Source: an optimization exercise on an open RTL-to-GDS flow (aim: small area). Production flows keep margins and buffers that such runs may drop.
RTL that was checked went through simulation tests only; none was proved equivalent to the original.
The clock input has no modelled driver; a real chip could not lean on it and would need a root buffer or a full tree.

==> build 40 <==
==> flow/design.v <==
module top (
    input  logic       clk,
    input  logic       rst,
    input  logic       gradient,
    input  logic       red,
    input  logic       green,
    input  logic       blue,
    input  logic       white,
    input  logic       box_enable,
    output logic       vga_h_sync,
    output logic       vga_v_sync,
    output logic [7:0] VGA_R,
    output logic [7:0] VGA_G,
    output logic [7:0] VGA_B,
    output logic       vga_sync,
    output logic       vga_display
);
    logic [7:0] xk;
    logic       xc;
    logic [1:0] xj;
    logic [5:0] yq;
    logic [2:0] ya;
    logic       yb;
    logic [9:0] ux;
    logic [8:0] uy;
    logic       dx, dy;
    logic [7:0] r, b;
    logic       g;
    wire x0   = (xk == 8'd0) && !xc && (xj == 2'd0);      
    wire x1   = (xk == 8'd0) && !xc && (xj == 2'd1);      
    wire xend = (xk == 8'd159) && xc && (xj == 2'd1);     
    wire yend = (yq == 6'd34) && (ya == 3'd7) && yb;      
    wire y0   = (yq == 6'd0) && (ya == 3'd0) && !yb;      
    wire fend = xend && yend;
    wire disp_x = !xk[7] && !x0 && !((xk == 8'd127) && xc && (xj == 2'd2));
    wire disp_y = (yq < 6'd31) || ((yq == 6'd31) && !((ya == 3'd7) && yb));
    wire disp   = disp_x && disp_y;
    wire hs = ((xk > 8'd131) && (xk < 8'd150)) ||
              ((xk == 8'd131) && (xc || (xj != 2'd0))) ||
              ((xk == 8'd150) && !xc && (xj == 2'd0));
    wire vs = (yq == 6'd32) && (ya == 3'd5) && (yb == x0);
    assign vga_h_sync  = hs;
    assign vga_v_sync  = vs;
    assign vga_sync    = hs & vs;
    assign vga_display = disp;
    wire xo3 = (xk == 8'd0) || ((xk >= 8'd43) && (xk <= 8'd85));    
    wire xl2 = (xk >= 8'd43) && (xk <= 8'd84);                      
    wire xlo_end = !xc && (xj == (xo3 ? 2'd2 : 2'd1));
    wire xhi_end =  xc && ((xj == (xl2 ? 2'd1 : 2'd2)) || xend);
    always_ff @(posedge clk) begin
        if (rst || xend) begin
            xk <= 8'd0; xc <= 1'b0; xj <= 2'd0;
        end else if (xlo_end) begin
            xc <= 1'b1; xj <= 2'd0;
        end else if (xhi_end) begin
            xk <= xk + 8'd1; xc <= 1'b0; xj <= 2'd0;
        end else begin
            xj <= xj + 2'd1;
        end
    end
    logic [2:0] ys;    
    always_comb begin
        if (yq <= 6'd4) ys = 3'd0;
        else if (yq <= 6'd8) ys = 3'd1;
        else if (yq <= 6'd13) ys = 3'd2;
        else if (yq <= 6'd17) ys = 3'd3;
        else if (yq <= 6'd22) ys = 3'd4;
        else if (yq <= 6'd26) ys = 3'd5;
        else ys = 3'd6;
    end
    wire ysingle = (yq != 6'd0) && (ya == ys);
    always_ff @(posedge clk) begin
        if (rst) begin
            yq <= 6'd0; ya <= 3'd0; yb <= 1'b0;
        end else if (xend) begin
            if (yend) begin
                yq <= 6'd0; ya <= 3'd0; yb <= 1'b0;
            end else if (!yb && !ysingle) begin
                yb <= 1'b1;
            end else begin
                yb <= 1'b0;
                ya <= ya + 3'd1;
                if (ya == 3'd7) yq <= yq + 6'd1;
            end
        end
    end
    wire xhold = xk[7] && (xk[6:2] == 5'd0) && !(xk[1] && xk[0]);    
    wire yhold = (yq == 6'd34) && !(ya == 3'd7 && yb);
    wire hx  = (ux < 10'd50);
    wire hy  = (uy < 9'd50);
    wire hit = hx && hy;
    wire fx      = (xk == 8'd127) && xc && (xj == 2'd0) && yend;
    wire bx_zero = ux[9] && (ux[6:0] == 7'h7f);           
    wire bx_max  = hx;                                     
    wire fy      = xend && (yq == 6'd31) && (ya == 3'd7) && !yb;
    wire by_zero = uy[8] && uy[7] && uy[6] && (uy[4:0] == 5'h1f);    
    wire by_max  = hy;                                     
    wire recentre = x1 && y0 && (ux[9:7] == 3'd0) && (uy[8:6] == 3'd0);
    wire mvx_r = fx && !dx && !bx_max;        
    wire mvx_l = fx &&  dx && !bx_zero;       
    wire mvy_d = fy && !dy && !by_max;
    wire mvy_u = fy &&  dy && !by_zero;
    wire       ux_en = !xhold && !mvx_r;
    wire       ux_c  = ux_en && (ux[0] || mvx_l);
    wire [8:0] ux_hi = (ux_c && ux[9] && ux[8] && ux[4]) ? 9'd0 : ux[9:1] + {8'd0, ux_c};   
    wire       ux_lo = ux[0] ^ (ux_en && !mvx_l);
    wire       uy_en = xend && !yhold && !mvy_d;
    wire       uy_c  = uy_en && (uy[0] || mvy_u);
    wire [7:0] uy_hi = uy[8:1] + {7'd0, uy_c};
    wire       uy_lo = uy[0] ^ (uy_en && !mvy_u);
    always_ff @(posedge clk) begin
        if (rst) begin
            ux <= 10'd491;            
            uy <= 9'd297;             
            dx <= 1'b0;
            dy <= 1'b0;
        end else if (recentre) begin
            ux <= 10'd493;            
            uy <= 9'd297;
            dx <= 1'b0;
            dy <= 1'b0;
        end else begin
            ux <= {ux_hi, ux_lo};
            uy <= {uy_hi, uy_lo};
            if (fx && (dx ? bx_zero : bx_max)) dx <= !dx;
            if (fy && (dy ? by_zero : by_max)) dy <= !dy;
        end
    end
    wire any2 = (gradient && (red || green || blue || white || box_enable)) ||
                (red && (green || blue || white || box_enable)) ||
                (green && (blue || white || box_enable)) ||
                (blue && (white || box_enable)) ||
                (white && box_enable);
    wire none = !(gradient || red || green || blue || white || box_enable);
    wire live = !rst && disp;
    wire keep = live && none;                  
    wire one  = live && !any2;                 
    wire boxc = box_enable && hit;
    wire g_ok = one && gradient;
    wire r_s  = one && (red || white || boxc);
    wire g_s  = one && (green || white);
    wire b_s  = one && (blue || white || boxc);
    always_ff @(posedge clk) begin
        r <= ({8{keep}} & r) | ({8{g_ok}} & {xk[6:0], xc}) | {8{r_s}};
        g <= (keep & g) | g_s;
        b <= ({8{keep}} & b) | ({8{g_ok}} & {yq[4:0], ya}) | {8{b_s}};
    end
    assign VGA_R = r;
    assign VGA_G = {8{g}};
    assign VGA_B = b;
endmodule
==> flow/flow/run.sh <==
#!/bin/bash
# Standard ORFS layout, with changes that only affect cell area:
#  - synthesis maps the logic with an area-only ABC script (no buffering or
#    upsizing against the clock target) and leaves adders to ABC instead of
#    mapping them to half/full-adder cells first; flip-flops are mapped as usual,
#  - ports are buffered with buf_1 cells,
#  - the clock tree uses few, larger clusters and no dummy loads.
set -euo pipefail
W=$(pwd)
S=$W/scripts_area
rm -rf "$S"
cp -r "$FLOW_HOME/scripts" "$S"
cp "$W/flow/abc_area.script" "$S/abc_area.script"

bash standard.sh "SCRIPTS_DIR=$S" "ADDER_MAP_FILE=" synth > "$W/run_synth.log" 2>&1

CTS="-sink_clustering_enable -repair_clock_nets -dont_use_dummy_load -sink_clustering_size 30 -sink_clustering_max_diameter 100 -buf_list sky130_fd_sc_hd__clkbuf_8"
bash standard.sh "BUFFER_PORTS_ARGS=-buffer_cell sky130_fd_sc_hd__buf_1" "CTS_ARGS=$CTS" finish > "$W/run_layout.log" 2>&1
==> flow/flow/abc_area.script <==
strash
dc2
balance
rewrite
refactor
balance
rewrite
rewrite -z
balance
refactor -z
rewrite -z
balance
dch -f
map -a
topo
==> flow/standard.sh <==
#!/bin/bash
# synth_recipe.tcl (not shown) runs the flow's synth.tcl, then flattens the netlist and writes it again
# the make line also repeats each setting of config.mk as NAME=value (left out here)
make -C /OpenROAD-flow-scripts/flow DESIGN_CONFIG=/design/flow/config.mk WORK_HOME=/design/flow/orfs CLKGATE_MAP_FILE= SYNTH_SCRIPT=/design/flow/synth_recipe.tcl "${@:-finish}"
==> flow/config.mk <==
export PLATFORM = sky130hd
export DESIGN_NAME = top
export DESIGN_NICKNAME = top
export VERILOG_FILES = /design/flow/design.v
export SDC_FILE = /design/flow/constraint.sdc
export NUM_CORES = 4
export LEC_CHECK = 0
export ABC_AREA = 1
export CAP_MARGIN = 20
export CORE_MARGIN = 2
export CORE_UTILIZATION = 75
export SLEW_MARGIN = 20
==> flow/constraint.sdc <==
create_clock -name core_clock -period 20.0 [get_ports {clk}]
set_input_delay 4.0000 -clock core_clock [delete_from_list [all_inputs] [get_ports {clk}]]
set_output_delay 4.0000 -clock core_clock [all_outputs]
set_load 0.01 [all_outputs]
==> build 58: changes against build 40 <==
--- a/flow/design.v
+++ b/flow/design.v
@@ -16,5 +16,5 @@
     output logic       vga_display
 );
-    logic [7:0] xk;
+    logic [6:0] xk;
     logic       xc;
     logic [1:0] xj;
@@ -27,16 +27,15 @@
     logic [7:0] r, b;
     logic       g;
-    wire x0   = (xk == 8'd0) && !xc && (xj == 2'd0);      
-    wire x1   = (xk == 8'd0) && !xc && (xj == 2'd1);      
-    wire xend = (xk == 8'd159) && xc && (xj == 2'd1);     
-    wire yend = (yq == 6'd34) && (ya == 3'd7) && yb;      
-    wire y0   = (yq == 6'd0) && (ya == 3'd0) && !yb;      
-    wire fend = xend && yend;
-    wire disp_x = !xk[7] && !x0 && !((xk == 8'd127) && xc && (xj == 2'd2));
+    wire       blank = (xj == 2'd3);
+    wire [7:0] xbl   = {xk, xc};                           
+    wire x0   = (xk == 7'd0) && !xc && (xj == 2'd0);       
+    wire x1   = (xk == 7'd0) && !xc && (xj == 2'd1);       
+    wire xend = blank && xk[6] && (xk[3:0] == 4'hf);       
+    wire yend = (yq == 6'd34) && (ya == 3'd7) && yb;       
+    wire y0   = (yq == 6'd0) && (ya == 3'd0) && !yb;       
+    wire disp_x = !blank && !x0 && !((xk == 7'd127) && xc && (xj == 2'd2));
     wire disp_y = (yq < 6'd31) || ((yq == 6'd31) && !((ya == 3'd7) && yb));
     wire disp   = disp_x && disp_y;
-    wire hs = ((xk > 8'd131) && (xk < 8'd150)) ||
-              ((xk == 8'd131) && (xc || (xj != 2'd0))) ||
-              ((xk == 8'd150) && !xc && (xj == 2'd0));
+    wire hs = blank && (xbl >= 8'd16) && (xbl <= 8'd110);
     wire vs = (yq == 6'd32) && (ya == 3'd5) && (yb == x0);
     assign vga_h_sync  = hs;
@@ -44,15 +43,18 @@
     assign vga_sync    = hs & vs;
     assign vga_display = disp;
-    wire xo3 = (xk == 8'd0) || ((xk >= 8'd43) && (xk <= 8'd85));    
-    wire xl2 = (xk >= 8'd43) && (xk <= 8'd84);                      
+    wire xo3 = (xk == 7'd0) || ((xk >= 7'd43) && (xk <= 7'd85));    
+    wire xl2 = (xk >= 7'd43) && (xk <= 7'd84);                      
     wire xlo_end = !xc && (xj == (xo3 ? 2'd2 : 2'd1));
-    wire xhi_end =  xc && ((xj == (xl2 ? 2'd1 : 2'd2)) || xend);
+    wire xhi_end =  xc && (xj == (xl2 ? 2'd1 : 2'd2));
+    wire [6:0] xk_inc = xk + {6'd0, blank ? xc : 1'b1};
     always_ff @(posedge clk) begin
         if (rst || xend) begin
-            xk <= 8'd0; xc <= 1'b0; xj <= 2'd0;
+            xk <= 7'd0; xc <= 1'b0; xj <= 2'd0;
+        end else if (blank) begin
+            xk <= xk_inc; xc <= !xc;
         end else if (xlo_end) begin
             xc <= 1'b1; xj <= 2'd0;
         end else if (xhi_end) begin
-            xk <= xk + 8'd1; xc <= 1'b0; xj <= 2'd0;
+            xk <= xk_inc; xc <= 1'b0; xj <= (xk == 7'd127) ? 2'd3 : 2'd0;
         end else begin
             xj <= xj + 2'd1;
@@ -85,10 +87,9 @@
         end
     end
-    wire xhold = xk[7] && (xk[6:2] == 5'd0) && !(xk[1] && xk[0]);    
     wire yhold = (yq == 6'd34) && !(ya == 3'd7 && yb);
     wire hx  = (ux < 10'd50);
     wire hy  = (uy < 9'd50);
     wire hit = hx && hy;
-    wire fx      = (xk == 8'd127) && xc && (xj == 2'd0) && yend;
+    wire fx      = (xk == 7'd127) && xc && (xj == 2'd0) && yend;
     wire bx_zero = ux[9] && (ux[6:0] == 7'h7f);           
     wire bx_max  = hx;                                     
@@ -101,7 +102,8 @@
     wire mvy_d = fy && !dy && !by_max;
     wire mvy_u = fy &&  dy && !by_zero;
-    wire       ux_en = !xhold && !mvx_r;
+    wire       ux_en = !mvx_r;
     wire       ux_c  = ux_en && (ux[0] || mvx_l);
-    wire [8:0] ux_hi = (ux_c && ux[9] && ux[8] && ux[4]) ? 9'd0 : ux[9:1] + {8'd0, ux_c};   
+    wire       ux_wrap = ux[9] && ux[8] && ux[5];                
+    wire [8:0] ux_hi = ux[9:1] + {8'd0, ux_c};
     wire       ux_lo = ux[0] ^ (ux_en && !mvx_l);
     wire       uy_en = xend && !yhold && !mvy_d;
@@ -111,15 +113,15 @@
     always_ff @(posedge clk) begin
         if (rst) begin
-            ux <= 10'd491;            
+            ux <= 10'd506;            
             uy <= 9'd297;             
             dx <= 1'b0;
             dy <= 1'b0;
         end else if (recentre) begin
-            ux <= 10'd493;            
+            ux <= 10'd508;            
             uy <= 9'd297;
             dx <= 1'b0;
             dy <= 1'b0;
         end else begin
-            ux <= {ux_hi, ux_lo};
+            ux <= ux_wrap ? 10'd0 : {ux_hi, ux_lo};
             uy <= {uy_hi, uy_lo};
             if (fx && (dx ? bx_zero : bx_max)) dx <= !dx;
==> flow/flow/run.sh (replaced) <==
#!/bin/bash
# Standard ORFS layout, with changes that only affect cell area:
#  - synthesis maps the logic with an area-only ABC script (no buffering or
#    upsizing against the clock target) and leaves adders to ABC instead of
#    mapping them to half/full-adder cells first; flip-flops are mapped as usual,
#  - ports are buffered with buf_1 cells,
#  - the clock is distributed by four clkbuf_8 (flow/clockbuf.tcl) instead of
#    an H-tree; the rest of the CTS step (legalisation, repair) is unchanged.
set -euo pipefail
W=$(pwd)
S=$W/scripts_area
rm -rf "$S"
cp -r "$FLOW_HOME/scripts" "$S"
cp "$W/flow/abc_area.script" "$S/abc_area.script"
sed -i "s#^log_cmd clock_tree_synthesis .*#source $W/flow/clockbuf.tcl#" "$S/cts.tcl"
grep -q "flow/clockbuf.tcl" "$S/cts.tcl"

bash standard.sh "SCRIPTS_DIR=$S" "ADDER_MAP_FILE=" synth > "$W/run_synth.log" 2>&1
export FLOW_CLKBUF=sky130_fd_sc_hd__clkbuf_8
bash standard.sh "SCRIPTS_DIR=$S" "BUFFER_PORTS_ARGS=-buffer_cell sky130_fd_sc_hd__buf_1" finish > "$W/run_layout.log" 2>&1
==> flow/flow/abc_area.script (replaced) <==
strash
dc2
balance
 rewrite
 refactor
 balance
 rewrite
 rewrite -z
 balance
 refactor -z
 rewrite -z
 balance
balance
 rewrite
 refactor
 balance
 rewrite
 rewrite -z
 balance
 refactor -z
 rewrite -z
 balance
dch -f
amap
topo
==> flow/flow/clockbuf.tcl (new file) <==
# Clock distribution for this small design: the flip-flops are split into
# four groups by placement (above/below the median y, then left/right of each
# half's median x); each group is driven by one clock buffer placed at its
# centre, and the clock port drives the four buffers. Used in place of
# clock_tree_synthesis by cts.tcl.
set bufcell $::env(FLOW_CLKBUF)
set block [ord::get_db_block]
set port_net [[$block findBTerm clk] getNet]
$port_net setSigType CLOCK
set master [[ord::get_db] findMaster $bufcell]
set sinks {}
foreach it [$port_net getITerms] {
  set loc [[$it getInst] getLocation]
  lappend sinks [list [lindex $loc 0] [lindex $loc 1] $it]
}
proc halves {l idx} {
  set s [lsort -integer -index $idx $l]
  set h [expr {[llength $s] / 2}]
  return [list [lrange $s 0 [expr {$h - 1}]] [lrange $s $h end]]
}
set groups {}
foreach half [halves $sinks 1] {
  foreach q [halves $half 0] { lappend groups $q }
}
set k 0
foreach g $groups {
  set buf [odb::dbInst_create $block $master clkbuf_leaf_$k]
  set net [odb::dbNet_create $block clk_leaf_$k]
  $net setSigType CLOCK
  set sx 0; set sy 0
  foreach s $g {
    incr sx [lindex $s 0]; incr sy [lindex $s 1]
    set it [lindex $s 2]
    $it disconnect
    $it connect $net
  }
  set n [llength $g]
  [$buf findITerm A] connect $port_net
  [$buf findITerm X] connect $net
  $buf setLocation [expr {$sx / $n}] [expr {$sy / $n}]
  $buf setPlacementStatus PLACED
  puts "clockbuf: $bufcell clkbuf_leaf_$k drives $n clock pins"
  incr k
}
set_propagated_clock [all_clocks]
==> results.sh <==
export IMPL_ys_ff_latch=59
export IMPL_seq_power_w=0.000123
export IMPL_r2r_cells=24
export IMPL_crit_arrival_ns=2.97
export IMPL_dr_wl_met2_mm=3.33
export IMPL_status="finished clean"
export IMPL_die_x_um=66.8
export IMPL_drive_gt1_frac=0.0212
export IMPL_ys_seq_area_frac=0.400
export IMPL_seqAreaFraction=0.368
export IMPL_pwr_share_comb=0.088
export IMPL_cts_max_path_buffers=2
export IMPL_numCtsBuffers=9
export IMPL_finalCritPeriodShare=0.349
export IMPL_cp_depth=16
export IMPL_syn_avg_cell_area_um2=6.78
the above is filed under build 40

==> results.sh <==
export IMPL_cp_depth=9
export IMPL_drive_gt1_frac=0.00973
export IMPL_pwr_share_comb=0.181
export IMPL_status="finished clean"
export IMPL_r2r_cells=16
export IMPL_seqAreaFraction=0.391
export IMPL_synth_nets=388
export IMPL_finalCritPeriodShare=0.317
export IMPL_crit_arrival_ns=2.35
export IMPL_ys_seq_area_frac=0.417
export IMPL_dr_wl_met2_mm=2.94
export IMPL_seq_power_w=0.000128
export IMPL_ys_ff_latch=58
export IMPL_syn_avg_cell_area_um2=7.33
the above is filed under build 58

Only the layout flow was run in build 40; the RTL was not checked for function there. In build 58 the design's own scripts or RTL, not TritonCTS, make the clock network.

separate check: timing with driven ports:
The results above use ideal ports. As a check the final layouts listed here were re-extracted and re-timed, cells and wires unchanged. Step 1 (the two cells are an assumption about what drives the block):
set clk [get_ports {clk}]
set_driving_cell -lib_cell sky130_fd_sc_hd__clkbuf_16 $clk
set_driving_cell -lib_cell sky130_fd_sc_hd__buf_2 [delete_from_list [all_inputs] $clk]
Step 2 also shifts input and output timing later by t, the mid clock arrival at the registers, as if the neighbouring blocks saw the same clock. Slacks: ideal / step 1 / step 2; pairs: ideal / step 1.
| run | t, ns | setup WS [ns] | slew at the worst register clock pin (ns) |
|---|---|---|---|
| build 40 | 0.359 | 13.030 / 13.002 / 13.361 | 0.06 / 0.06 |
| build 58 | 0.205 | 13.654 / 13.598 / 13.802 | 0.10 / 0.10 |
After both steps setup and hold are still met in every run listed.
